What follows belongs to an exercise in optimizing a design on an open flow for small area; a production flow would make more cautious choices. Where RTL was checked, it was by simulation tests only, not by an equivalence proof against the original. Function not checked in run 1: the RTL went through the layout flow alone. The flow treats the clock pin as an ideal source, which a real chip does not have. Power figures rest on the tool's default switching activity, not on a simulated workload.

==> flow/design.v, too long to show whole: its modules and the start of the top module <==
// module c6288_top: 139 lines
// module Circuit6288h: 41 lines
// module TopLevel6288b: 1336 lines
// module nd: 4 lines
// module iv: 4 lines
// module fa: 5 lines
// module ha: 5 lines
// module xn: 4 lines
// module o2: 4 lines
// module incb: 5 lines
// module incl: 4 lines
// module aoi: 4 lines
// module oai: 4 lines
// module xo: 4 lines
// module ndb: 4 lines
// module cco: 4 lines
module c6288_top (clk,
    in256, in239, in222, in205, in188, in171, in154, in137, in120, in103, in86, in69, in52, in35, in18, in1, in528, in511, in494, in477, in460, in443, in426, in409, in392, in375, in358, in341, in324, in307, in290, in273,
    out6287, out6288, out6280, out6270, out6260, out6250, out6240, out6230, out6220, out6210, out6200, out6190, out6180, out6170, out6160, out6150, out6123, out5971, out5672, out5308, out4946, out4591, out4241, out3895, out3552, out3211, out2877, out2548, out2223, out1901, out1581, out545);
  // ...
==> flow/flow/run.sh <==
#!/bin/bash
set -euo pipefail
bash standard.sh \
  "BUFFER_PORTS_ARGS=-inputs -buffer_cell sky130_fd_sc_hd__buf_1" \
  "PRE_GLOBAL_PLACE_TCL=$PWD/flow/outbuf.tcl" \
  "POST_FLOORPLAN_TCL=$PWD/flow/downsize.tcl" \
  "PRE_CTS_TCL=$PWD/flow/clkbuf.tcl" \
  "CTS_ARGS=-clk_nets clk -dont_use_dummy_load" \
  finish > standard_flow.log 2>&1
==> flow/flow/clkbuf.tcl <==
# Clock tree by hand: the clock port drives 4 clock buffers; the
# flip-flops are split into 4 sectors by their angle around the core
# centre, and each buffer sits at the centre of its sector's flip-flops and
# drives them.  TritonCTS is then told to skip the clock net (CTS_ARGS).
set ngroups 4
set bufcell sky130_fd_sc_hd__clkbuf_4
set block [ord::get_db_block]
set dbu [$block getDbUnitsPerMicron]
set core [$block getCoreArea]
set cx [expr { ([$core xMin] + [$core xMax]) / 2.0 }]
set cy [expr { ([$core yMin] + [$core yMax]) / 2.0 }]
set sinks {}
foreach pin [get_pins -of_objects [get_nets clk] -filter "direction == input"] {
  set inst [$block findInst [get_full_name [get_cells -of_objects $pin]]]
  set loc [$inst getLocation]
  set a [expr { atan2([lindex $loc 1] - $cy, [lindex $loc 0] - $cx) }]
  lappend sinks [list $a [lindex $loc 0] [lindex $loc 1] [get_full_name $pin]]
}
set sinks [lsort -real -index 0 $sinks]
set n [llength $sinks]
# rotate the start so that the largest angular gap separates the first and last sector
set best 0; set gap -1
for {set k 0} {$k < $n} {incr k} {
  set a0 [lindex $sinks [expr { ($k + $n - 1) % $n }] 0]
  set a1 [lindex $sinks $k 0]
  set d [expr { $a1 - $a0 }]
  if { $d < 0 } { set d [expr { $d + 2 * 3.14159265 }] }
  if { $d > $gap } { set gap $d; set best $k }
}
set sinks [concat [lrange $sinks $best end] [lrange $sinks 0 [expr { $best - 1 }]]]
for {set i 0} {$i < $ngroups} {incr i} {
  set lo [expr { $i * $n / $ngroups }]
  set hi [expr { ($i + 1) * $n / $ngroups - 1 }]
  set sx 0.0; set sy 0.0; set pins {}
  foreach s [lrange $sinks $lo $hi] {
    set sx [expr { $sx + [lindex $s 1] }]
    set sy [expr { $sy + [lindex $s 2] }]
    lappend pins [get_pins [lindex $s 3]]
  }
  set m [llength $pins]
  insert_buffer -buffer_cell $bufcell -net clk -load_pins $pins \
    -location [list [expr { $sx / $m / $dbu }] [expr { $sy / $m / $dbu }]] \
    -buffer_name clkbuf_s$i -net_name clk_s$i
}
puts "clock split into $ngroups buffers over $n flip-flops"
global_connect
detailed_placement
==> flow/flow/downsize.tcl <==
# Area recovery after synthesis: ABC sizes some logic gates up for a load it
# assumes; set every such gate back to its smallest (_1) size with the same
# function.  The later timing repairs size gates up again where a path needs it.
set n 0
foreach inst [[ord::get_db_block] getInsts] {
  set m [[$inst getMaster] getName]
  if { [regexp {^(sky130_fd_sc_hd__(a21oi|a21o|and2|or2|o21ai|nand2|nor2|xnor2|xor2|inv|ha|fa))_[248]$} $m -> base] } {
    replace_cell [$inst getName] ${base}_1
    incr n
  }
}
puts "downsized $n gates"
==> flow/flow/outbuf.tcl <==
# Buffer every output port with the smallest buffer and keep those buffers
# (global_place.tcl's remove_buffers would otherwise take them out again).
# The inputs are buffered by the standard buffer_ports call after this hook.
buffer_ports -outputs -buffer_cell sky130_fd_sc_hd__buf_1
# connect the new buffers' power and ground pins by the design's global rules
global_connect
set n 0
foreach port [get_ports out*] {
  set net [get_nets [get_full_name $port]]
  foreach pin [get_pins -of_objects $net -filter "direction == output"] {
    set_dont_touch [get_cells -of_objects $pin]
    incr n
  }
}
puts "dont_touch set on $n output buffers"
if { $n != 32 } { error "expected 32 output buffers, found $n" }
==> flow/standard.sh <==
#!/bin/bash
# synth_recipe.tcl (not shown) runs the flow's synth.tcl, then flattens the netlist and writes it again
# the make line also repeats each setting of config.mk as NAME=value (left out here)
make -C /OpenROAD-flow-scripts/flow DESIGN_CONFIG=/design/flow/config.mk WORK_HOME=/design/flow/orfs CLKGATE_MAP_FILE= SYNTH_SCRIPT=/design/flow/synth_recipe.tcl "${@:-finish}"
==> flow/config.mk <==
export PLATFORM = sky130hd
export DESIGN_NAME = c6288_top
export DESIGN_NICKNAME = c6288_top
export VERILOG_FILES = /design/flow/design.v
export SDC_FILE = /design/flow/constraint.sdc
export NUM_CORES = 4
export LEC_CHECK = 0
export CAP_MARGIN = 20
export CORE_MARGIN = 2
export CORE_UTILIZATION = 40
export GPL_TIMING_DRIVEN = 0
export SETUP_SLACK_MARGIN = -0.4
export SLEW_MARGIN = 20
export SYNTH_HIERARCHICAL = 1
export SYNTH_MINIMUM_KEEP_SIZE = 0
==> flow/constraint.sdc <==
create_clock -name core_clock -period 10.0 [get_ports {clk}]
set_input_delay 2.0000 -clock core_clock [delete_from_list [all_inputs] [get_ports {clk}]]
set_output_delay 2.0000 -clock core_clock [all_outputs]
set_load 0.01 [all_outputs]
==> reports/metrics.cfg, run 1 <==
[critical_path]
worstPathRequired_ns = 10.12
arrival_ns = 9.86
path_delay_family = compound AO/OA/AOI/OAI gates
start_kind = input port
end_kind = register
critical_path.max_stage_delay_ns = 0.52
crit_start = in341

[global_route]
grt_max_degree = 17
grt_pass1_wl_um = 28600

[timing]
hold_viol_final = 0
min_period_ns = 9.74
fin_crit_sh_pct = 97.4
finalSetupViolCount = 0
fin_ws_ns = 0.260

[yosys]
synth_compound_area_share_pct = 2.24
synthCells = 607
ys_seq_elements = 32
synth.most_common_cell = nand2_1
syn_area_um2 = 6540
yosysSeqAreaShare_pct = 9.79
synth_fa_ha_area_share_pct = 64.2
synth_edf_count = 0

[placement]
post-place-ws_ns = -0.740
placed_cells_incl_taps = 887
place_hpwl_um = 12800

[floorplanning]
boundaryPins = 65
die_x_um = 132
coreArea_um2 = 15900

[finish]
fillers = 1549
multiInputGateArea_um2 = 5840
sh_seq_area_pct = 9.00
final_cells = 892

[power]
pwr-share-seq_pct = 11.9
p_clk_share_pct = 2.8
p_per_area_nw_per_um2 = 298
p_leak_nw = 2.40

[route]
vias_per_cell = 5.32
vias = 4741
highest_layer = met5
drt_iter0_drc = 365

[outcome]
status = no timing/DRC/antenna violations

==> run 2: changes to the inputs <==
--- a/flow/design.v
+++ b/flow/design.v
@@ -1356,169 +1356,174 @@
   wire c916;
   fa u917 (.a(c825), .b(s827), .c(c913), .s(s915), .co(c916));
   wire s918;
   wire c919;
   fa u920 (.a(c828), .b(s830), .c(c916), .s(s918), .co(c919));
   wire s921;
   wire c922;
   fa u923 (.a(c831), .b(s833), .c(c919), .s(s921), .co(c922));
-  wire s924;
-  wire c925;
-  fa u926 (.a(c834), .b(s836), .c(c922), .s(s924), .co(c925));
-  wire s927;
-  wire c928;
-  fa u929 (.a(c837), .b(s839), .c(c925), .s(s927), .co(c928));
-  iv u930 (.a(n_0_0), .y(P[0]));
-  iv u931 (.a(s902), .y(P[1]));
-  iv u932 (.a(s906), .y(P[2]));
-  iv u933 (.a(s909), .y(P[3]));
-  iv u934 (.a(s912), .y(P[4]));
-  iv u935 (.a(s915), .y(P[5]));
-  iv u936 (.a(s918), .y(P[6]));
-  iv u937 (.a(s921), .y(P[7]));
-  iv u938 (.a(s924), .y(P[8]));
-  iv u939 (.a(s927), .y(P[9]));
-  wire p940;
-  wire g941;
-  ha u942 (.a(c840), .b(s842), .s(p940), .co(g941));
-  xn u943 (.a(p940), .b(c928), .y(P[10]));
-  wire cb944;
-  aoi u945 (.a(p940), .b(c928), .c(g941), .y(cb944));
-  wire pb946;
-  wire gb947;
-  xn u948 (.a(c843), .b(s845), .y(pb946));
-  nd u949 (.a(c843), .b(s845), .y(gb947));
-  xn u950 (.a(pb946), .b(cb944), .y(P[11]));
-  wire c951;
-  oai u952 (.a(pb946), .b(cb944), .c(gb947), .y(c951));
-  wire p953;
-  wire g954;
-  ha u955 (.a(c846), .b(s848), .s(p953), .co(g954));
-  xn u956 (.a(p953), .b(c951), .y(P[12]));
-  wire cb957;
-  aoi u958 (.a(p953), .b(c951), .c(g954), .y(cb957));
-  wire pb959;
-  wire gb960;
-  xn u961 (.a(c849), .b(s851), .y(pb959));
-  nd u962 (.a(c849), .b(s851), .y(gb960));
-  xn u963 (.a(pb959), .b(cb957), .y(P[13]));
-  wire c964;
-  oai u965 (.a(pb959), .b(cb957), .c(gb960), .y(c964));
-  wire p966;
-  wire g967;
-  ha u968 (.a(c852), .b(s854), .s(p966), .co(g967));
-  xn u969 (.a(p966), .b(c964), .y(P[14]));
-  wire cb970;
-  aoi u971 (.a(p966), .b(c964), .c(g967), .y(cb970));
-  wire pb972;
-  wire gb973;
-  xn u974 (.a(c855), .b(s857), .y(pb972));
-  nd u975 (.a(c855), .b(s857), .y(gb973));
-  xn u976 (.a(pb972), .b(cb970), .y(P[15]));
-  wire c977;
-  oai u978 (.a(pb972), .b(cb970), .c(gb973), .y(c977));
-  wire p979;
-  wire g980;
-  ha u981 (.a(c858), .b(s860), .s(p979), .co(g980));
-  xn u982 (.a(p979), .b(c977), .y(P[16]));
-  wire cb983;
-  aoi u984 (.a(p979), .b(c977), .c(g980), .y(cb983));
-  wire pb985;
-  wire gb986;
-  xn u987 (.a(c861), .b(s863), .y(pb985));
-  nd u988 (.a(c861), .b(s863), .y(gb986));
-  xn u989 (.a(pb985), .b(cb983), .y(P[17]));
-  wire c990;
-  oai u991 (.a(pb985), .b(cb983), .c(gb986), .y(c990));
-  wire p992;
-  wire g993;
-  ha u994 (.a(c864), .b(s866), .s(p992), .co(g993));
-  xn u995 (.a(p992), .b(c990), .y(P[18]));
-  wire cb996;
-  aoi u997 (.a(p992), .b(c990), .c(g993), .y(cb996));
-  wire pb998;
-  wire gb999;
-  xn u1000 (.a(c867), .b(s869), .y(pb998));
-  nd u1001 (.a(c867), .b(s869), .y(gb999));
-  xn u1002 (.a(pb998), .b(cb996), .y(P[19]));
-  wire c1003;
-  oai u1004 (.a(pb998), .b(cb996), .c(gb999), .y(c1003));
-  wire p1005;
-  wire g1006;
-  ha u1007 (.a(c870), .b(s872), .s(p1005), .co(g1006));
-  xn u1008 (.a(p1005), .b(c1003), .y(P[20]));
-  wire cb1009;
-  aoi u1010 (.a(p1005), .b(c1003), .c(g1006), .y(cb1009));
-  wire pb1011;
-  wire gb1012;
-  xn u1013 (.a(c873), .b(s875), .y(pb1011));
-  nd u1014 (.a(c873), .b(s875), .y(gb1012));
-  xn u1015 (.a(pb1011), .b(cb1009), .y(P[21]));
-  wire c1016;
-  oai u1017 (.a(pb1011), .b(cb1009), .c(gb1012), .y(c1016));
-  wire p1018;
-  wire g1019;
-  ha u1020 (.a(c876), .b(s878), .s(p1018), .co(g1019));
-  xn u1021 (.a(p1018), .b(c1016), .y(P[22]));
-  wire cb1022;
-  aoi u1023 (.a(p1018), .b(c1016), .c(g1019), .y(cb1022));
-  wire pb1024;
-  wire gb1025;
-  xn u1026 (.a(c879), .b(s881), .y(pb1024));
-  nd u1027 (.a(c879), .b(s881), .y(gb1025));
-  xn u1028 (.a(pb1024), .b(cb1022), .y(P[23]));
-  wire c1029;
-  oai u1030 (.a(pb1024), .b(cb1022), .c(gb1025), .y(c1029));
-  wire p1031;
-  wire g1032;
-  ha u1033 (.a(c882), .b(s884), .s(p1031), .co(g1032));
-  xn u1034 (.a(p1031), .b(c1029), .y(P[24]));
-  wire cb1035;
-  aoi u1036 (.a(p1031), .b(c1029), .c(g1032), .y(cb1035));
-  wire pb1037;
-  wire gb1038;
-  xn u1039 (.a(s887), .b(c885), .y(pb1037));
-  nd u1040 (.a(s887), .b(c885), .y(gb1038));
-  xn u1041 (.a(pb1037), .b(cb1035), .y(P[25]));
-  wire c1042;
-  oai u1043 (.a(pb1037), .b(cb1035), .c(gb1038), .y(c1042));
-  wire p1044;
-  wire g1045;
-  ha u1046 (.a(s890), .b(c888), .s(p1044), .co(g1045));
-  xn u1047 (.a(p1044), .b(c1042), .y(P[26]));
-  wire cb1048;
-  aoi u1049 (.a(p1044), .b(c1042), .c(g1045), .y(cb1048));
-  wire pb1050;
-  wire gb1051;
-  xn u1052 (.a(s893), .b(c891), .y(pb1050));
-  nd u1053 (.a(s893), .b(c891), .y(gb1051));
-  xn u1054 (.a(pb1050), .b(cb1048), .y(P[27]));
-  wire c1055;
-  oai u1056 (.a(pb1050), .b(cb1048), .c(gb1051), .y(c1055));
-  wire p1057;
-  wire g1058;
-  ha u1059 (.a(s896), .b(c894), .s(p1057), .co(g1058));
-  xn u1060 (.a(p1057), .b(c1055), .y(P[28]));
-  wire cb1061;
-  aoi u1062 (.a(p1057), .b(c1055), .c(g1058), .y(cb1061));
-  wire pb1063;
-  wire gb1064;
-  xn u1065 (.a(s899), .b(c897), .y(pb1063));
-  nd u1066 (.a(s899), .b(c897), .y(gb1064));
-  xn u1067 (.a(pb1063), .b(cb1061), .y(P[29]));
-  wire c1068;
-  oai u1069 (.a(pb1063), .b(cb1061), .c(gb1064), .y(c1068));
-  wire p1070;
-  wire g1071;
-  ha u1072 (.a(n_15_15), .b(c900), .s(p1070), .co(g1071));
-  xn u1073 (.a(p1070), .b(c1068), .y(P[30]));
-  wire cb1074;
-  aoi u1075 (.a(p1070), .b(c1068), .c(g1071), .y(cb1074));
-  assign P[31] = cb1074;
+  iv u924 (.a(n_0_0), .y(P[0]));
+  iv u925 (.a(s902), .y(P[1]));
+  iv u926 (.a(s906), .y(P[2]));
+  iv u927 (.a(s909), .y(P[3]));
+  iv u928 (.a(s912), .y(P[4]));
+  iv u929 (.a(s915), .y(P[5]));
+  iv u930 (.a(s918), .y(P[6]));
+  iv u931 (.a(s921), .y(P[7]));
+  wire p932;
+  wire g933;
+  ha u934 (.a(c834), .b(s836), .s(p932), .co(g933));
+  xn u935 (.a(p932), .b(c922), .y(P[8]));
+  wire cb936;
+  aoi u937 (.a(p932), .b(c922), .c(g933), .y(cb936));
+  wire pb938;
+  wire gb939;
+  xn u940 (.a(c837), .b(s839), .y(pb938));
+  nd u941 (.a(c837), .b(s839), .y(gb939));
+  xn u942 (.a(pb938), .b(cb936), .y(P[9]));
+  wire c943;
+  oai u944 (.a(pb938), .b(cb936), .c(gb939), .y(c943));
+  wire p945;
+  wire g946;
+  ha u947 (.a(c840), .b(s842), .s(p945), .co(g946));
+  xn u948 (.a(p945), .b(c943), .y(P[10]));
+  wire cb949;
+  aoi u950 (.a(p945), .b(c943), .c(g946), .y(cb949));
+  wire pb951;
+  wire gb952;
+  xn u953 (.a(c843), .b(s845), .y(pb951));
+  nd u954 (.a(c843), .b(s845), .y(gb952));
+  xn u955 (.a(pb951), .b(cb949), .y(P[11]));
+  wire c956;
+  oai u957 (.a(pb951), .b(cb949), .c(gb952), .y(c956));
+  wire p958;
+  wire g959;
+  ha u960 (.a(c846), .b(s848), .s(p958), .co(g959));
+  xn u961 (.a(p958), .b(c956), .y(P[12]));
+  wire cb962;
+  aoi u963 (.a(p958), .b(c956), .c(g959), .y(cb962));
+  wire pb964;
+  wire gb965;
+  xn u966 (.a(c849), .b(s851), .y(pb964));
+  nd u967 (.a(c849), .b(s851), .y(gb965));
+  xn u968 (.a(pb964), .b(cb962), .y(P[13]));
+  wire c969;
+  oai u970 (.a(pb964), .b(cb962), .c(gb965), .y(c969));
+  wire p971;
+  wire g972;
+  ha u973 (.a(c852), .b(s854), .s(p971), .co(g972));
+  xn u974 (.a(p971), .b(c969), .y(P[14]));
+  wire cb975;
+  aoi u976 (.a(p971), .b(c969), .c(g972), .y(cb975));
+  wire pb977;
+  wire gb978;
+  xn u979 (.a(c855), .b(s857), .y(pb977));
+  nd u980 (.a(c855), .b(s857), .y(gb978));
+  xn u981 (.a(pb977), .b(cb975), .y(P[15]));
+  wire c982;
+  oai u983 (.a(pb977), .b(cb975), .c(gb978), .y(c982));
+  wire p984;
+  wire g985;
+  ha u986 (.a(c858), .b(s860), .s(p984), .co(g985));
+  xn u987 (.a(p984), .b(c982), .y(P[16]));
+  wire cb988;
+  aoi u989 (.a(p984), .b(c982), .c(g985), .y(cb988));
+  wire pb990;
+  wire gb991;
+  xn u992 (.a(c861), .b(s863), .y(pb990));
+  nd u993 (.a(c861), .b(s863), .y(gb991));
+  xn u994 (.a(pb990), .b(cb988), .y(P[17]));
+  wire c995;
+  oai u996 (.a(pb990), .b(cb988), .c(gb991), .y(c995));
+  wire p997;
+  wire g998;
+  ha u999 (.a(c864), .b(s866), .s(p997), .co(g998));
+  xn u1000 (.a(p997), .b(c995), .y(P[18]));
+  wire cb1001;
+  aoi u1002 (.a(p997), .b(c995), .c(g998), .y(cb1001));
+  wire pb1003;
+  wire gb1004;
+  xn u1005 (.a(c867), .b(s869), .y(pb1003));
+  nd u1006 (.a(c867), .b(s869), .y(gb1004));
+  xn u1007 (.a(pb1003), .b(cb1001), .y(P[19]));
+  wire c1008;
+  oai u1009 (.a(pb1003), .b(cb1001), .c(gb1004), .y(c1008));
+  wire p1010;
+  wire g1011;
+  ha u1012 (.a(c870), .b(s872), .s(p1010), .co(g1011));
+  xn u1013 (.a(p1010), .b(c1008), .y(P[20]));
+  wire cb1014;
+  aoi u1015 (.a(p1010), .b(c1008), .c(g1011), .y(cb1014));
+  wire pb1016;
+  wire gb1017;
+  xn u1018 (.a(c873), .b(s875), .y(pb1016));
+  nd u1019 (.a(c873), .b(s875), .y(gb1017));
+  xn u1020 (.a(pb1016), .b(cb1014), .y(P[21]));
+  wire c1021;
+  oai u1022 (.a(pb1016), .b(cb1014), .c(gb1017), .y(c1021));
+  wire p1023;
+  wire g1024;
+  ha u1025 (.a(c876), .b(s878), .s(p1023), .co(g1024));
+  xn u1026 (.a(p1023), .b(c1021), .y(P[22]));
+  wire cb1027;
+  aoi u1028 (.a(p1023), .b(c1021), .c(g1024), .y(cb1027));
+  wire pb1029;
+  wire gb1030;
+  xn u1031 (.a(c879), .b(s881), .y(pb1029));
+  nd u1032 (.a(c879), .b(s881), .y(gb1030));
+  xn u1033 (.a(pb1029), .b(cb1027), .y(P[23]));
+  wire c1034;
+  oai u1035 (.a(pb1029), .b(cb1027), .c(gb1030), .y(c1034));
+  wire p1036;
+  wire g1037;
+  ha u1038 (.a(c882), .b(s884), .s(p1036), .co(g1037));
+  xn u1039 (.a(p1036), .b(c1034), .y(P[24]));
+  wire cb1040;
+  aoi u1041 (.a(p1036), .b(c1034), .c(g1037), .y(cb1040));
+  wire pb1042;
+  wire gb1043;
+  xn u1044 (.a(s887), .b(c885), .y(pb1042));
+  nd u1045 (.a(s887), .b(c885), .y(gb1043));
+  xn u1046 (.a(pb1042), .b(cb1040), .y(P[25]));
+  wire c1047;
+  oai u1048 (.a(pb1042), .b(cb1040), .c(gb1043), .y(c1047));
+  wire p1049;
+  wire g1050;
+  ha u1051 (.a(s890), .b(c888), .s(p1049), .co(g1050));
+  xn u1052 (.a(p1049), .b(c1047), .y(P[26]));
+  wire cb1053;
+  aoi u1054 (.a(p1049), .b(c1047), .c(g1050), .y(cb1053));
+  wire pb1055;
+  wire gb1056;
+  xn u1057 (.a(s893), .b(c891), .y(pb1055));
+  nd u1058 (.a(s893), .b(c891), .y(gb1056));
+  xn u1059 (.a(pb1055), .b(cb1053), .y(P[27]));
+  wire c1060;
+  oai u1061 (.a(pb1055), .b(cb1053), .c(gb1056), .y(c1060));
+  wire p1062;
+  wire g1063;
+  ha u1064 (.a(s896), .b(c894), .s(p1062), .co(g1063));
+  xn u1065 (.a(p1062), .b(c1060), .y(P[28]));
+  wire cb1066;
+  aoi u1067 (.a(p1062), .b(c1060), .c(g1063), .y(cb1066));
+  wire pb1068;
+  wire gb1069;
+  xn u1070 (.a(s899), .b(c897), .y(pb1068));
+  nd u1071 (.a(s899), .b(c897), .y(gb1069));
+  xn u1072 (.a(pb1068), .b(cb1066), .y(P[29]));
+  wire c1073;
+  oai u1074 (.a(pb1068), .b(cb1066), .c(gb1069), .y(c1073));
+  wire p1075;
+  wire g1076;
+  ha u1077 (.a(n_15_15), .b(c900), .s(p1075), .co(g1076));
+  xn u1078 (.a(p1075), .b(c1073), .y(P[30]));
+  wire cb1079;
+  aoi u1080 (.a(p1075), .b(c1073), .c(g1076), .y(cb1079));
+  assign P[31] = cb1079;
 endmodule  
 module nd (a, b, y);
   input a, b; output y;
   assign y = ~(a & b);
 endmodule
 module iv (a, y);
   input a; output y;
   assign y = ~a;
==> flow/flow/run.sh (replaced) <==
#!/bin/bash
set -euo pipefail
bash standard.sh \
  "BUFFER_PORTS_ARGS=-inputs -buffer_cell sky130_fd_sc_hd__buf_1" \
  "PRE_GLOBAL_PLACE_TCL=$PWD/flow/outbuf.tcl" \
  "PRE_CTS_TCL=$PWD/flow/clkbuf.tcl" \
  "CTS_ARGS=-clk_nets clk -dont_use_dummy_load" \
  finish > standard_flow.log 2>&1
==> flow/config.mk (replaced) <==
export PLATFORM = sky130hd
export DESIGN_NAME = c6288_top
export DESIGN_NICKNAME = c6288_top
export VERILOG_FILES = /design/flow/design.v
export SDC_FILE = /design/flow/constraint.sdc
export NUM_CORES = 4
export LEC_CHECK = 0
export CAP_MARGIN = 20
export CORE_MARGIN = 2
export CORE_UTILIZATION = 40
export GPL_TIMING_DRIVEN = 0
export SLEW_MARGIN = 20
export SYNTH_HIERARCHICAL = 1
export SYNTH_MINIMUM_KEEP_SIZE = 0
removed: flow/flow/downsize.tcl
==> run 2 against run 1 <==
Effect of this change: largest cell class unchanged; setup slack better by 0.38 ns; largest power group unchanged; final area down 0.26%; cell count increased by 0.22%.
==> reports/metrics.cfg, run 2 <==
[outcome]
status = no timing/DRC/antenna violations  ; unchanged

[finish]
final_cell_mix = 267 x nand2_1, 201 x fa_1, 63 x buf_1, 50 x xnor2_1, 32 x dfxtp_1  ; was 266 x nand2_1, 203 x fa_1, 52 x buf_1, 47 x xnor2_1, 32 x dfxtp_1
drive_gt1_share_pct = 2.51  ; was 3.40%
final_util_pct = 44.5  ; was 44.6%
nets = 926  ; was 925
mostFrequentLayoutCell = nand2_1  ; unchanged
area_growth_pct = 8.34  ; was 8.78%
stdcell_area_um2 = 7100  ; was 7120 um^2
antenna_cells = 0  ; unchanged

[yosys]
synthFlopType = dfxtp_1  ; unchanged
synth_common_cells = 267 x nand2_1, 201 x fa_1, 50 x xnor2_1, 32 x dfxtp_1, 16 x or2_1  ; was 266 x nand2_1, 203 x fa_1, 47 x xnor2_1, 32 x dfxtp_1, 16 x or2_1
yosysSeqAreaShare_pct = 9.78  ; was 9.79%
synth_edf_count = 0  ; unchanged
syn_area_um2 = 6550  ; was 6540 um^2
synth_warnings = 7  ; unchanged
synth_area_leaders = fa_1 61%, nand2_1 15%, dfxtp_1 9.8%, xnor2_1 6.7%, ha_1 2.3%  ; was fa_1 62%, nand2_1 15%, dfxtp_1 9.8%, xnor2_1 6.3%, ha_1 2.1%
yosysTopAreaCellShare_pct = 61.4  ; was 62.1%
syn_nets = 856  ; was 854
netlist.top_cell.by_area = fa_1  ; unchanged
synthCells = 610  ; was 607
avgSynthCellArea_um2 = 10.7  ; was 10.8 um^2
synth.most_common_cell = nand2_1  ; unchanged
yosysUniqueCellTypes = 10  ; unchanged
synthArstFlopShare_pct = 0  ; unchanged
ys_seq_elements = 32  ; unchanged

[timing]
max_freq_mhz = 107  ; was 103 MHz
min_period_ns = 9.36  ; was 9.74 ns
maxSlewHeadroom_pct = 27.2  ; was 27.4%
finalSetupViolCount = 0  ; unchanged
worstMarginPinSlew_ns = 1.09  ; about the same
hold_viol_final = 0  ; unchanged
slew_viol_final = 0  ; unchanged
fin_crit_sh_pct = 93.6  ; was 97.4%
setup_tns_ns = 0  ; unchanged
rsz0062_at_grt = false

[power]
pwr-share-seq_pct = 11.6  ; was 11.9%
internal_power_w = 0.00116  ; was 0.00113 W
p_leak_nw = 2.35  ; was 2.40 nW
p_clk_share_pct = 2.6  ; was 2.8%
p_per_area_nw_per_um2 = 304  ; was 298 nW/um^2
power.total_w = 0.00216  ; was 0.00212 W
comb_power_share_pct = 85.8  ; was 85.3%
vdd_drop_max_mv = 0.218  ; was 0.216 mV
switching_share_pct = 46.4  ; was 46.8%
p_switching_w = 0.00100  ; was 0.000993 W

[global_route]
track_usage_pct = 19.9  ; was 20.4%
grt_max_degree = 17  ; unchanged
grt_pass1_vias = 5439  ; was 5585
grt_pass1_wl_um = 27800  ; was 28600 um
overflow = 0  ; unchanged
antenna_found_initial = 1  ; unchanged

[route]
drt-total-wl_um = 16400  ; was 16800 um
drc = 0  ; unchanged
vias = 4750  ; was 4741
vias_per_cell = 5.31  ; was 5.32
wire_per_inst_um = 18.3  ; was 18.8 um
dr.pass1.iters = 5  ; was 4
ant_nets = 0  ; unchanged
drt_iter0_drc = 271  ; was 365

[placement]
postPlaceCellArea_um2 = 7060  ; was 7010 um^2
port_buffers = 64  ; unchanged
place_congestion = 0.822  ; was 0.815
place_hpwl_um = 12400  ; was 12800 um

[critical_path]
arrival_ns = 9.47  ; was 9.86 ns
start_kind = input port  ; unchanged
worstPathRequired_ns = 10.10  ; was 10.12 ns
critical_path.max_stage_delay_ns = 0.69  ; was 0.52 ns
crit_top_cell = a21oi_2  ; was o21ai_1
crit_fanout = 16  ; unchanged
crit_type = in2reg  ; unchanged
end_kind = register  ; unchanged
cp_slowest_cell = buf_1  ; was fa_1

[floorplanning]
coreArea_um2 = 15900  ; unchanged
die_x_um = 132  ; about the same
initial_core_util_pct = 41.1  ; was 41.0%
die_h_um = 132  ; about the same
rows = 46  ; unchanged
boundaryPins = 65  ; unchanged
die_area_um2 = 17400  ; about the same

[clocking]
clk_pin_slew_worst_paths_ns = 0.08  ; was 0.10 ns
postCtsHoldBufs = 0  ; unchanged

[hold_path]
hp-class = in2reg  ; unchanged

[run]
maxCapViolCount = 0  ; unchanged

-- run 2: cell count changes in the layout (fill, tap and decap cells not counted), sizes merged, moves of 2 or more --
cell    previous run  this run
xnor2             47        50
clkbuf            14         4
inv               10         8
fa               203       201
buf               55        64
-- run 2: power by group through the flow --
stage                     clock network (W)  logic [W]  registers [W]
after detailed placement                  0    0.00190       0.000256
after global placement                    0    0.00186       0.000256
after CTS                         0.0000384    0.00191       0.000256
after floorplan                           0    0.00151       0.000288
after global routing              0.0000657    0.00213       0.000257
final                             0.0000555    0.00185       0.000251
-- run 2: final timing paths --
kind,start,to,depth (start not counted)
hold / removal,in273,out545,3
setup / recovery,in307,out6287,32
-- run 2: cell families (layout without fill, tap and decap cells) --
kind of cell	Yosys count	in the layout	share of synthesized area [%]
DFF	32	32	9.78
AOI/OAI and AO/OA	23	23	2.44
adders and majority gates	213	213	63.7
xor gates and xnor gates	50	50	6.68
and+or+nand+nor	283	283	16.8
buffers and inverters	9	77	0.573
-- run 2: critical path, delay by kind of cell --
family                   cells  cell delay [ns]
AO/OA/AOI/OAI               23             3.70
adder cells (fa/ha/maj)      6             2.77
buffers and inverters        2             0.79
AND/OR/NAND/NOR              1             0.18
-- run 2: repair_timing --
action,CTS,global route
setup endpoints to repair,0,1
setup buffers,0,0
resized for setup,0,1
-- run 2: metrics by stage --
step                hold slack (ns)  instances  setup slack [ns]
global placement               2.39        890             0.474
global route                   2.47        894            0.0149
CTS                            2.39        894             0.422
finish                         2.43        894             0.639
detailed placement             2.39        890             0.458
floorplan                      2.09        610              2.02
-- run 2: routing by layer --
metal  track usage, %  vias up  share of wire [%]
met4             5.62        2                3.1
met3             1.73       35                7.1
li1                 -     2000                  -
met5                0        -              0.061
met2             34.9      215                 51
met1             26.7     2498                 39
-- run 2: cell type report, clock buffers not listed --
type	instances	area (um^2)
inverters	8	30.0
flip-flops and latches	32	641
repair buffers	64	246
fillers	1558	8840
plain buffers	1	7.51
well taps	216	270
multi-input cells	569	5870
-- run 2: per-module statistics from Yosys, one instance, submodules excluded, a selection --
module | cells | flip-flops and latches | copies in the design | area, um^2
fa | 1 | 0 | 201 | 20.0
oai | 1 | 0 | 11 | 5.00
TopLevel6288b | 1 | 0 | 1 | 7.51
aoi | 1 | 0 | 12 | 8.76
c6288_top | 32 | 32 | 1 | 641
nd | 1 | 0 | 267 | 3.75
o2 | 1 | 0 | 16 | 6.26
iv | 1 | 0 | 8 | 3.75
xn | 1 | 0 | 50 | 8.76
ha | 1 | 0 | 12 | 12.5
==> run 3: changes to the inputs <==
==> flow/flow/run.sh (replaced) <==
#!/bin/bash
set -euo pipefail
bash standard.sh \
  "BUFFER_PORTS_ARGS=-inputs -buffer_cell sky130_fd_sc_hd__buf_1" \
  "PRE_GLOBAL_PLACE_TCL=$PWD/flow/outbuf.tcl" \
  "POST_FLOORPLAN_TCL=$PWD/flow/downsize.tcl" \
  "PRE_CTS_TCL=$PWD/flow/clkbuf.tcl" \
  "CTS_ARGS=-clk_nets clk -dont_use_dummy_load" \
  finish > standard_flow.log 2>&1
==> flow/flow/downsize.tcl (new file) <==
# Area recovery after synthesis: ABC sizes some logic gates up for a load it
# assumes; set every such gate back to its smallest (_1) size with the same
# function.  The later timing repairs size gates up again where a path needs it.
set n 0
foreach inst [[ord::get_db_block] getInsts] {
  set m [[$inst getMaster] getName]
  if { [regexp {^(sky130_fd_sc_hd__(a21oi|a21o|and2|or2|o21ai|nand2|nor2|xnor2|xor2|inv|ha|fa))_[248]$} $m -> base] } {
    replace_cell [$inst getName] ${base}_1
    incr n
  }
}
puts "downsized $n gates"
==> run 3 against run 2 <==
Effect of this change: utilization rose by 0.055 points; final area up 0.12%; setup slack lost 0.010 ns; clock power grew 6.1%.
==> reports/metrics.cfg, run 3 <==
[power]
power.total_w = 0.00209  ; was 0.00216 W
vdd_drop_max_mv = 0.212  ; was 0.218 mV
p_per_area_nw_per_um2 = 294  ; was 304 nW/um^2
p_leak_nw = 2.39  ; was 2.35 nW

[critical_path]
start_kind = input port  ; unchanged
worstPathRequired_ns = 10.08  ; was 10.10 ns
critical_path.max_stage_delay_ns = 0.72  ; was 0.69 ns
end_kind = register  ; unchanged
crit_fanout = 16  ; unchanged
crit_top_cell = o21ai_1  ; was a21oi_2
cp_slowest_cell = clkdlybuf4s15_1  ; was buf_1
arrival_ns = 9.45  ; was 9.47 ns
crit_type = in2reg  ; unchanged

[global_route]
antenna_found_initial = 1  ; unchanged
grt_pass1_wl_um = 27300  ; was 27800 um
grt_max_degree = 17  ; unchanged
overflow = 0  ; unchanged
grt_pass1_vias = 5282  ; was 5439
track_usage_pct = 19.6  ; was 19.9%

[yosys]
yosysUniqueCellTypes = 10  ; unchanged
synthArstFlopShare_pct = 0  ; unchanged
ys_seq_elements = 32  ; unchanged
synth_common_cells = 267 x nand2_1, 201 x fa_1, 50 x xnor2_1, 32 x dfxtp_1, 16 x or2_1  ; unchanged
netlist.top_cell.by_area = fa_1  ; unchanged
synth.most_common_cell = nand2_1  ; unchanged
avgSynthCellArea_um2 = 10.7  ; unchanged
yosysTopAreaCellShare_pct = 61.4  ; unchanged
synth_warnings = 7  ; unchanged
syn_area_um2 = 6550  ; unchanged
synthFlopType = dfxtp_1  ; unchanged
synthCells = 610  ; unchanged
synth_edf_count = 0  ; unchanged
yosysSeqAreaShare_pct = 9.78  ; unchanged
synth_area_leaders = fa_1 61%, nand2_1 15%, dfxtp_1 9.8%, xnor2_1 6.7%, ha_1 2.3%  ; unchanged
syn_nets = 856  ; unchanged

[timing]
fin_crit_sh_pct = 93.7  ; was 93.6%
maxSlewHeadroom_pct = 30.8  ; was 27.2%
finalSetupViolCount = 0  ; unchanged
rsz0062_at_grt = false  ; unchanged
max_freq_mhz = 107  ; about the same
worstMarginPinSlew_ns = 1.04  ; was 1.09 ns
hold_viol_final = 0  ; unchanged
min_period_ns = 9.37  ; was 9.36 ns
slew_viol_final = 0  ; unchanged

[placement]
place_congestion = 0.844  ; was 0.822
place_hpwl_um = 12400  ; about the same
placed_cells_incl_taps = 890  ; unchanged
port_buffers = 64  ; unchanged
postPlaceCellArea_um2 = 7020  ; was 7060 um^2

[route]
wire_per_inst_um = 18.0  ; was 18.3 um
ant_nets = 0  ; unchanged
dr.pass1.iters = 4  ; was 5
drc = 0  ; unchanged
drt-total-wl_um = 16100  ; was 16400 um
drt_iter0_drc = 277  ; was 271
vias = 4757  ; was 4750
vias_per_cell = 5.32  ; was 5.31

[finish]
final_cell_mix = 267 x nand2_1, 201 x fa_1, 50 x xnor2_1, 50 x buf_1, 32 x dfxtp_1  ; was 267 x nand2_1, 201 x fa_1, 63 x buf_1, 50 x xnor2_1, 32 x dfxtp_1
nets = 926  ; unchanged
fillers = 1553  ; was 1558
mostFrequentLayoutCell = nand2_1  ; unchanged
area_growth_pct = 8.48  ; was 8.34%
layout.area.seq_um2 = 641  ; unchanged
stdcell_area_um2 = 7110  ; was 7100 um^2
multiInputGateArea_um2 = 5840  ; was 5870 um^2
drive_gt1_share_pct = 2.80  ; was 2.51%
final_cells = 895  ; was 894

[hold_path]
hold_end = out545  ; unchanged
min_from = in273  ; unchanged
hp-class = in2reg  ; unchanged
min_path_cells = 3  ; unchanged

[outcome]
status = no timing/DRC/antenna violations  ; unchanged

[floorplanning]
coreArea_um2 = 15900  ; unchanged
boundaryPins = 65  ; unchanged
initial_core_util_pct = 41.1  ; unchanged
rows = 46  ; unchanged
die_h_um = 132  ; unchanged
die_x_um = 132  ; unchanged
die_area_um2 = 17400  ; unchanged

[clocking]
clk_pin_slew_worst_paths_ns = 0.11  ; was 0.08 ns

[run]
maxCapViolCount = 0  ; unchanged

-- run 3: where the power goes --
part	total [W]	internal (W)	switching, W
Sequential	0.000251	0.000237	0.0000141
Combinational	0.00178	0.000865	0.000913
Clock	0.0000589	0.0000192	0.0000397
-- run 3: kinds of logic (layout without fill, tap and decap cells) --
| kind of cell | count (synthesis) | in the layout | synth area share (%) |
|---|---|---|---|
| adder cells (fa/ha/maj) | 213 | 213 | 63.7 |
| AO/OA/AOI/OAI | 23 | 23 | 2.44 |
| buffers and inverters | 9 | 77 | 0.573 |
| AND/OR/NAND/NOR | 283 | 283 | 16.8 |
| other | 0 | 1 | 0 |
| XOR/XNOR | 50 | 50 | 6.68 |
| flip-flops | 32 | 32 | 9.78 |
-- run 3: per-module statistics from Yosys, one instance, submodules excluded, a selection --
module,cells inside,copies in the design
c6288_top,32,1
fa,1,201
ha,1,12
xn,1,50
oai,1,11
iv,1,8
nd,1,267
-- run 3: worst max-delay path by stage --
| stage | endpoint | startpoint | depth (start not counted) |
|---|---|---|---|
| after floorplan | out6287 | in1 | 32 |
| after global placement | out6287 | in307 | 32 |
| after detailed placement | out6287 | in1 | 33 |
| after CTS | out6287 | in1 | 33 |
| after global routing | out6287 | in307 | 32 |
| final | out6287 | in120 | 31 |
-- run 3: layout make-up, clock buffers not listed --
cell class,count,area share (%)
plain buffers,1,0.106
well taps,216,3.80
inverters,8,0.422
repair buffers,64,4.08
multi-input cells,569,82.1
diodes,1,0.0352
flip-flops and latches,32,9.01
-- run 3: stage by stage --
| stage | util (%) | hold slack (ns) | setup slack [ns] | TNS, ns |
|---|---|---|---|---|
| 2_1_floorplan | - | 2.09 | 2.02 | 0 |
| 3_3_place_gp | 44.0 | 2.39 | -0.0683 | -0.0809 |
| 3_5_place_dp | 44.0 | 2.38 | -0.164 | -0.286 |
| 4_1_cts | 44.5 | 2.38 | 0.0440 | 0 |
| 5_1_grt | 44.6 | 2.23 | 0.00674 | 0 |
| 6_report | 44.6 | 2.21 | 0.628 | 0 |
-- run 3: what timing repair did --
item	CTS	global route
gates resized for setup	15	31
setup buffers	0	0
gates cloned	0	0
hold buffers	0	0
endpoints found under the setup margin	2	3
pin swaps	0	0
-- run 3: layer usage --
layer / vias to the layer above / GRT usage, % / wire length [um]
li1: 2008 / - / -
met1: 2524 / 27.1 / 6430
met2: 195 / 33.4 / 8120
met3: 30 / 1.81 / 1080
met4: 0 / 5.01 / 478
met5: - / 0 / 0
-- run 3: critical path: cells and delay by family --
kind	cells	cell delay (ns)
adder cells (fa/ha/maj)	5	2.17
AO/OA/AOI/OAI	23	4.24
AND/OR/NAND/NOR	1	0.18
buffers and inverters	2	0.85
==> run 4: changes to the inputs <==
--- a/flow/config.mk
+++ b/flow/config.mk
@@ -9,6 +9,7 @@
 export CORE_MARGIN = 2
 export CORE_UTILIZATION = 40
 export GPL_TIMING_DRIVEN = 0
+export SETUP_SLACK_MARGIN = -0.4
 export SLEW_MARGIN = 20
 export SYNTH_HIERARCHICAL = 1
 export SYNTH_MINIMUM_KEEP_SIZE = 0
==> run 4 against run 3 <==
Effect of this change: synthesized cell count unchanged; sequential cell count stayed put; die area unchanged; cell count decreased by 0.11%; clock power barely moved; sequential share of layout area is 0.062 points higher; setup slack worse by 0.28 ns; via count is 0.25% lower; area after synthesis unchanged; hold slack improved by 0.080 ns; first-iteration DRC count up 19%; fmax is 2.9% lower; highest routed layer is now met5.
==> reports/metrics.cfg, run 4 <==
[yosys]
syn_nets = 856  ; unchanged
synth_common_cells = 267 x nand2_1, 201 x fa_1, 50 x xnor2_1, 32 x dfxtp_1, 16 x or2_1  ; unchanged
netlist.top_cell.by_area = fa_1  ; unchanged
synth_area_leaders = fa_1 61%, nand2_1 15%, dfxtp_1 9.8%, xnor2_1 6.7%, ha_1 2.3%  ; unchanged
yosysTopAreaCellShare_pct = 61.4  ; unchanged
synthCells = 610  ; unchanged
synth_edf_count = 0  ; unchanged
yosysUniqueCellTypes = 10  ; unchanged
synthArstFlopShare_pct = 0  ; unchanged
synth.most_common_cell = nand2_1  ; unchanged
avgSynthCellArea_um2 = 10.7  ; unchanged
synthFlopType = dfxtp_1  ; unchanged
syn_area_um2 = 6550  ; unchanged
synth_warnings = 7  ; unchanged
yosysSeqAreaShare_pct = 9.78  ; unchanged
ys_seq_elements = 32  ; unchanged

[global_route]
track_usage_pct = 19.6  ; about the same
grt_pass1_wl_um = 27300  ; about the same
overflow = 0  ; unchanged
grt_max_degree = 17  ; unchanged
busiest_layer = met2  ; unchanged
use_met3_pct = 1.85  ; was 1.81%
grtUsageMet1_pct = 26.9  ; was 27.1%
met2_usage_pct = 33.5  ; was 33.4%
antenna_found_initial = 1  ; unchanged
grt_pass1_vias = 5280  ; was 5282

[finish]
antenna_cells = 0  ; was 1
fillers = 1549  ; was 1553
nets = 926  ; unchanged
area_growth_pct = 7.73  ; was 8.48%
final_util_pct = 44.3  ; was 44.6%
drive_gt1_share_pct = 2.06  ; was 2.80%
mostFrequentLayoutCell = nand2_1  ; unchanged
final_cells = 894  ; was 895
stdcell_area_um2 = 7060  ; was 7110 um^2
final_cell_mix = 267 x nand2_1, 201 x fa_1, 55 x buf_1, 50 x xnor2_1, 32 x dfxtp_1  ; was 267 x nand2_1, 201 x fa_1, 50 x xnor2_1, 50 x buf_1, 32 x dfxtp_1

[route]
drc = 0  ; unchanged
vias = 4745  ; was 4757
vias_per_cell = 5.31  ; was 5.32
drt_iter0_drc = 330  ; was 277
dr.pass1.iters = 5  ; was 4
ant_nets = 0  ; unchanged
wire_per_inst_um = 18.0  ; about the same
drt-total-wl_um = 16100  ; about the same

[run]
maxCapViolCount = 0  ; unchanged

[floorplanning]
initial_core_util_pct = 41.1  ; unchanged
rows = 46  ; unchanged
die_h_um = 132  ; unchanged
die_area_um2 = 17400  ; unchanged
boundaryPins = 65  ; unchanged
coreArea_um2 = 15900  ; unchanged
die_x_um = 132  ; unchanged

[critical_path]
worstPathRequired_ns = 10.12  ; was 10.08 ns
arrival_ns = 9.78  ; was 9.45 ns
crit_fanout = 16  ; unchanged
critical_path.max_stage_delay_ns = 0.65  ; was 0.72 ns
path_delay_family = compound AO/OA/AOI/OAI gates  ; unchanged
end_kind = register  ; unchanged
cp_num_buf_inv = 2  ; unchanged
start_kind = input port  ; unchanged
cp_slowest_cell = buf_1  ; was clkdlybuf4s15_1
crit_type = in2reg  ; unchanged
crit_top_cell = a21oi_1  ; was o21ai_1

[timing]
hold_viol_final = 0  ; unchanged
slew_viol_final = 0  ; unchanged
fin_ws_ns = 0.345  ; was 0.628 ns
worstMarginPinSlew_ns = 1.04  ; about the same
finalSetupViolCount = 0  ; unchanged
min_period_ns = 9.65  ; was 9.37 ns
max_freq_mhz = 104  ; was 107 MHz
fin_crit_sh_pct = 96.5  ; was 93.7%
maxSlewHeadroom_pct = 30.6  ; was 30.8%

[power]
power.total_w = 0.00207  ; was 0.00209 W
vdd_drop_max_mv = 0.207  ; was 0.212 mV
p_leak_nw = 2.37  ; was 2.39 nW
p_per_area_nw_per_um2 = 293  ; was 294 nW/um^2

[clocking]
ctsResizeCount = 0  ; was 15
postCtsHoldBufs = 0  ; unchanged
postCtsSetupBuffers = 0  ; unchanged
clk_pin_slew_worst_paths_ns = 0.10  ; was 0.11 ns

[hold_path]
hp-class = in2reg  ; unchanged

[placement]
place_hpwl_um = 12400  ; unchanged
placed_cells_incl_taps = 890  ; unchanged
port_buffers = 64  ; unchanged
postPlaceCellArea_um2 = 7020  ; unchanged
place_congestion = 0.844  ; unchanged
post-place-ws_ns = -0.164  ; unchanged

[outcome]
status = no timing/DRC/antenna violations  ; unchanged

-- run 4: cell count changes in the layout (fill, tap and decap cells not counted) --
cell             before  now
clkdlybuf4s15_1       2    0
clkbuf_2              3    9
diode_2               1    0
buf_1                50   55
a21oi_1              10   12
clkbuf_4             13    4
a21oi_2               2    0
-- run 4: final timing paths --
check	from	cells after the start	to
max	in69	32	out6287
min	in273	3	out545
-- run 4: final cells by class, clock buffers not listed --
| type | count | area (um^2) | share of cell area, % |
|---|---|---|---|
| Buffer | 1 | 7.51 | 0.106 |
| Inverter | 8 | 30.0 | 0.425 |
| Multi-Input combinational cell | 569 | 5830 | 82.6 |
| Sequential cell | 32 | 641 | 9.07 |
| Tap cell | 216 | 270 | 3.83 |
| Timing Repair Buffer | 64 | 251 | 3.56 |
-- run 4: Yosys stat by module, one instance, submodules excluded, a selection --
module         cells inside  times used  area [um^2]
c6288_top                32           1          641
oai                       1          11         5.00
aoi                       1          12         8.76
iv                        1           8         3.75
o2                        1          16         6.26
TopLevel6288b             1           1         7.51
nd                        1         267         3.75
ha                        1          12         12.5
xn                        1          50         8.76
fa                        1         201         20.0
-- run 4: per-layer routing --
layer  up-vias  part of all wire (%)
li1       2007                     -
met1      2505                    39
met2       198                    51
met3        33                   6.9
met4         2                   3.0
met5         -                  0.12
-- run 4: cell families after synthesis --
| family | Yosys count | synth area share, % |
|---|---|---|
| flip-flops | 32 | 9.78 |
| AND/OR/NAND/NOR | 283 | 16.8 |
| adder cells (fa/ha/maj) | 213 | 63.7 |
| XOR/XNOR | 50 | 6.68 |
| AO/OA/AOI/OAI | 23 | 2.44 |
| buffers and inverters | 9 | 0.573 |
-- run 4: per-stage QoR --
step / TNS (ns) / hold slack [ns]
finish: 0 / 2.29
global route: -0.848 / 2.34
CTS: -0.407 / 2.38
detailed placement: -0.286 / 2.38
global placement: -0.0809 / 2.39
floorplan: 0 / 2.09
-- run 4: power by group --
group | leakage (nW) | internal [W] | total (W) | switching (W)
clock network | 0.0184 | 0.0000192 | 0.0000589 | 0.0000397
registers | 0.270 | 0.000237 | 0.000251 | 0.0000140
logic | 2.08 | 0.000857 | 0.00176 | 0.000903
total | 2.37 | 0.00111 | 0.00207 | 0.000957
==> run 5: changes to the inputs <==
--- a/flow/config.mk
+++ b/flow/config.mk
@@ -7,7 +7,7 @@
 export LEC_CHECK = 0
 export CAP_MARGIN = 20
 export CORE_MARGIN = 2
-export CORE_UTILIZATION = 40
+export CORE_UTILIZATION = 50
 export GPL_TIMING_DRIVEN = 0
 export SETUP_SLACK_MARGIN = -0.4
 export SLEW_MARGIN = 20
==> run 5 against run 4 <==
Effect of this change: setup slack worse by 0.0026 ns; utilization grew 11 points; routed wire length increased by 1.5%; highest routed layer is now met4; sequential cell count is the same; sequential share of layout area up 0.060 points; global-route usage rose by 5.4 points; die area decreased by 19%.
==> reports/metrics.cfg, run 5 <==
[clocking]
ctsResizeCount = 0  ; unchanged
clk_pin_slew_worst_paths_ns = 0.10  ; about the same
postCtsSetupBuffers = 0  ; unchanged
postCtsHoldBufs = 0  ; unchanged

[route]
wire_per_inst_um = 19.2  ; was 18.0 um
drc = 0  ; unchanged
vias = 4708  ; was 4745
dr.pass1.iters = 5  ; unchanged
vias_per_cell = 5.53  ; was 5.31
drt_iter0_drc = 242  ; was 330
ant_nets = 0  ; unchanged
drt-total-wl_um = 16300  ; was 16100 um

[global_route]
track_usage_pct = 24.9  ; was 19.6%
antenna_found_initial = 1  ; unchanged
grt_pass1_vias = 5362  ; was 5280
grt_pass1_wl_um = 27800  ; was 27300 um
overflow = 0  ; unchanged
grt_max_degree = 17  ; unchanged

[timing]
max_freq_mhz = 104  ; about the same
min_period_ns = 9.66  ; was 9.65 ns
slew_viol_final = 0  ; unchanged
fin_crit_sh_pct = 96.6  ; was 96.5%
hold_viol_final = 0  ; unchanged
setup_tns_ns = 0  ; unchanged
finalSetupViolCount = 0  ; unchanged
worstMarginPinSlew_ns = 1.12  ; was 1.04 ns
maxSlewHeadroom_pct = 25.0  ; was 30.6%

[placement]
place_congestion = 0.791  ; was 0.844
place_hpwl_um = 12200  ; was 12400 um
port_buffers = 64  ; unchanged
postPlaceCellArea_um2 = 6960  ; was 7020 um^2

[critical_path]
crit_top_cell = a21oi_1  ; unchanged
worstPathRequired_ns = 10.12  ; about the same
path_delay_family = compound AO/OA/AOI/OAI gates  ; unchanged
arrival_ns = 9.78  ; about the same
cp.depth = 32  ; unchanged
critical_path.max_stage_delay_ns = 0.67  ; was 0.65 ns
crit_type = in2reg  ; unchanged
cp_num_buf_inv = 2  ; unchanged
start_kind = input port  ; unchanged
crit_end = out6287  ; unchanged
end_kind = register  ; unchanged
crit_fanout = 16  ; unchanged
cp_slowest_cell = clkdlybuf4s15_1  ; was buf_1
crit_start = in69  ; unchanged

[yosys]
synth_warnings = 7  ; unchanged
synth_area_leaders = fa_1 61%, nand2_1 15%, dfxtp_1 9.8%, xnor2_1 6.7%, ha_1 2.3%  ; unchanged
syn_nets = 856  ; unchanged
yosysUniqueCellTypes = 10  ; unchanged
avgSynthCellArea_um2 = 10.7  ; unchanged
synthCells = 610  ; unchanged
ys_seq_elements = 32  ; unchanged
syn_area_um2 = 6550  ; unchanged
synthFlopType = dfxtp_1  ; unchanged
netlist.top_cell.by_area = fa_1  ; unchanged
yosysSeqAreaShare_pct = 9.78  ; unchanged
synth_common_cells = 267 x nand2_1, 201 x fa_1, 50 x xnor2_1, 32 x dfxtp_1, 16 x or2_1  ; unchanged
synthArstFlopShare_pct = 0  ; unchanged
synth.most_common_cell = nand2_1  ; unchanged
synth_edf_count = 0  ; unchanged
yosysTopAreaCellShare_pct = 61.4  ; unchanged

[finish]
stdcell_area_um2 = 7010  ; was 7060 um^2
area_growth_pct = 7.03  ; was 7.73%
drive_gt1_share_pct = 2.06  ; unchanged
nets = 926  ; unchanged
final_util_pct = 55.1  ; was 44.3%
mostFrequentLayoutCell = nand2_1  ; unchanged
fillers = 1162  ; was 1549
final_cell_mix = 267 x nand2_1, 201 x fa_1, 54 x buf_1, 50 x xnor2_1, 32 x dfxtp_1  ; was 267 x nand2_1, 201 x fa_1, 55 x buf_1, 50 x xnor2_1, 32 x dfxtp_1

[floorplanning]
initial_core_util_pct = 51.5  ; was 41.1%
coreArea_um2 = 12700  ; was 15900 um^2
die_x_um = 118  ; was 132 um
die_area_um2 = 14000  ; was 17400 um^2
boundaryPins = 65  ; unchanged
die_h_um = 118  ; was 132 um
rows = 41  ; was 46

[run]
maxCapViolCount = 0  ; unchanged

[hold_path]
hp-class = in2reg  ; unchanged

[power]
p_leak_nw = 2.37  ; about the same
vdd_drop_max_mv = 0.304  ; was 0.207 mV
p_per_area_nw_per_um2 = 298  ; was 293 nW/um^2

[outcome]
status = no timing/DRC/antenna violations  ; unchanged

run 5: cell counts after synthesis:
No cell type changed its count.
run 5: power breakdown:
group	internal [W]	leakage [nW]	total [W]	switching, W
Clock	0.0000192	0.0184	0.0000581	0.0000389
Sequential	0.000237	0.270	0.000251	0.0000142
Combinational	0.000861	2.09	0.00178	0.000916
Total	0.00112	2.37	0.00209	0.000969
run 5: area by class of cell, clock buffers not listed:
| class | instances | area, um^2 | area share (%) |
|---|---|---|---|
| buffer | 1 | 7.51 | 0.107 |
| inverter | 8 | 30.0 | 0.428 |
| multi-input combinational | 569 | 5830 | 83.1 |
| timing repair buffer | 64 | 258 | 3.68 |
| tap | 172 | 215 | 3.07 |
| antenna | 1 | 2.50 | 0.0357 |
| sequential | 32 | 641 | 9.13 |
run 5: per-module statistics from Yosys, one instance, submodules excluded, a selection:
module	flip-flops and latches	times used	area, um^2
iv	0	8	3.75
nd	0	267	3.75
o2	0	16	6.26
aoi	0	12	8.76
c6288_top	32	1	641
ha	0	12	12.5
oai	0	11	5.00
xn	0	50	8.76
TopLevel6288b	0	1	7.51
fa	0	201	20.0
run 5: how the worst min path moves through the flow:
stage,slack (ns),depth (start not counted),startpoint,endpoint
3_5_place_dp,2.38,1,out6240,out6240
5_1_grt,2.28,3,in273,out545
2_1_floorplan,2.09,2,in273,out545
3_3_place_gp,2.39,1,out5971,out5971
4_1_cts,2.39,1,out6160,out6160
6_report,2.29,3,in273,out545
run 5: tightest hold or removal path, stage by stage:
cell and delay, ns:
clkbuf_2 0.25, nand2_1 0.12, inv_1 0.04
run 5: logic make-up after synthesis:
kind of cell | count (synthesis) | share of synthesized area, %
AOI/OAI and AO/OA | 23 | 2.44
xor gates and xnor gates | 50 | 6.68
buffers and inverters | 9 | 0.573
and+or+nand+nor | 283 | 16.8
adders and majority gates | 213 | 63.7
DFF | 32 | 9.78
run 5: stage by stage:
step / instances / setup slack (ns) / power, W / hold slack [ns]
floorplan: 610 / 2.02 / 0.00180 / 2.09
global placement: 846 / -0.116 / 0.00201 / 2.39
detailed placement: 846 / -0.172 / 0.00206 / 2.38
CTS: 850 / -0.256 / 0.00211 / 2.39
global route: 851 / -0.395 / 0.00238 / 2.28
finish: 851 / 0.343 / 0.00209 / 2.29
run 5: per-layer routing:
metal / track usage (%) / up-vias / part of all wire [%]
met1: 35.5 / 2480 / 41
met4: 4.69 / 0 / 2.1
met2: 43.0 / 199 / 50
li1: - / 2002 / -
met5: 0 / - / 0
met3: 1.74 / 27 / 6.6

afterwards: timing with drivers on the ports:
No port has a modelled driver above. Below, the same layouts with a new extraction and two added sets of constraints. Step 1: set_driving_cell puts a clkbuf_16 on clk and a buf_2 on each other input, an assumption about the parent block. Step 2 times the ports against the registers' clock, not the clock port: input delays grow and output delays shrink by t, the midpoint of the rising clock arrivals with the driver on. Slacks: ideal ports / drivers / drivers and shift; pairs: ideal ports / drivers.
run | t (ns) | slack for setup (ns) | hold WS [ns] | clock arrival spread, ns | worst data-port slew with drivers (ns)
run 1 | 0.228 | 0.260 / 0.301 / 0.073 | 2.214 / 2.171 / 2.399 | 0.021 / 0.020 | 0.04
run 2 | 0.231 | 0.639 / 0.679 / 0.448 | 2.429 / 2.379 / 2.409 | 0.021 / 0.021 | 0.03
run 3 | 0.237 | 0.628 / 0.662 / 0.425 | 2.213 / 2.164 / 2.401 | 0.028 / 0.028 | 0.04
run 4 | 0.237 | 0.345 / 0.386 / 0.149 | 2.293 / 2.246 / 2.404 | 0.027 / 0.028 | 0.04
run 5 | 0.232 | 0.343 / 0.383 / 0.151 | 2.285 / 2.238 / 2.416 | 0.009 / 0.008 | 0.05
After both steps every run listed still meets setup and hold. For run 3, which loses most, drivers alone change the setup slack by +0.034 ns; drivers and shift together by -0.203 ns.
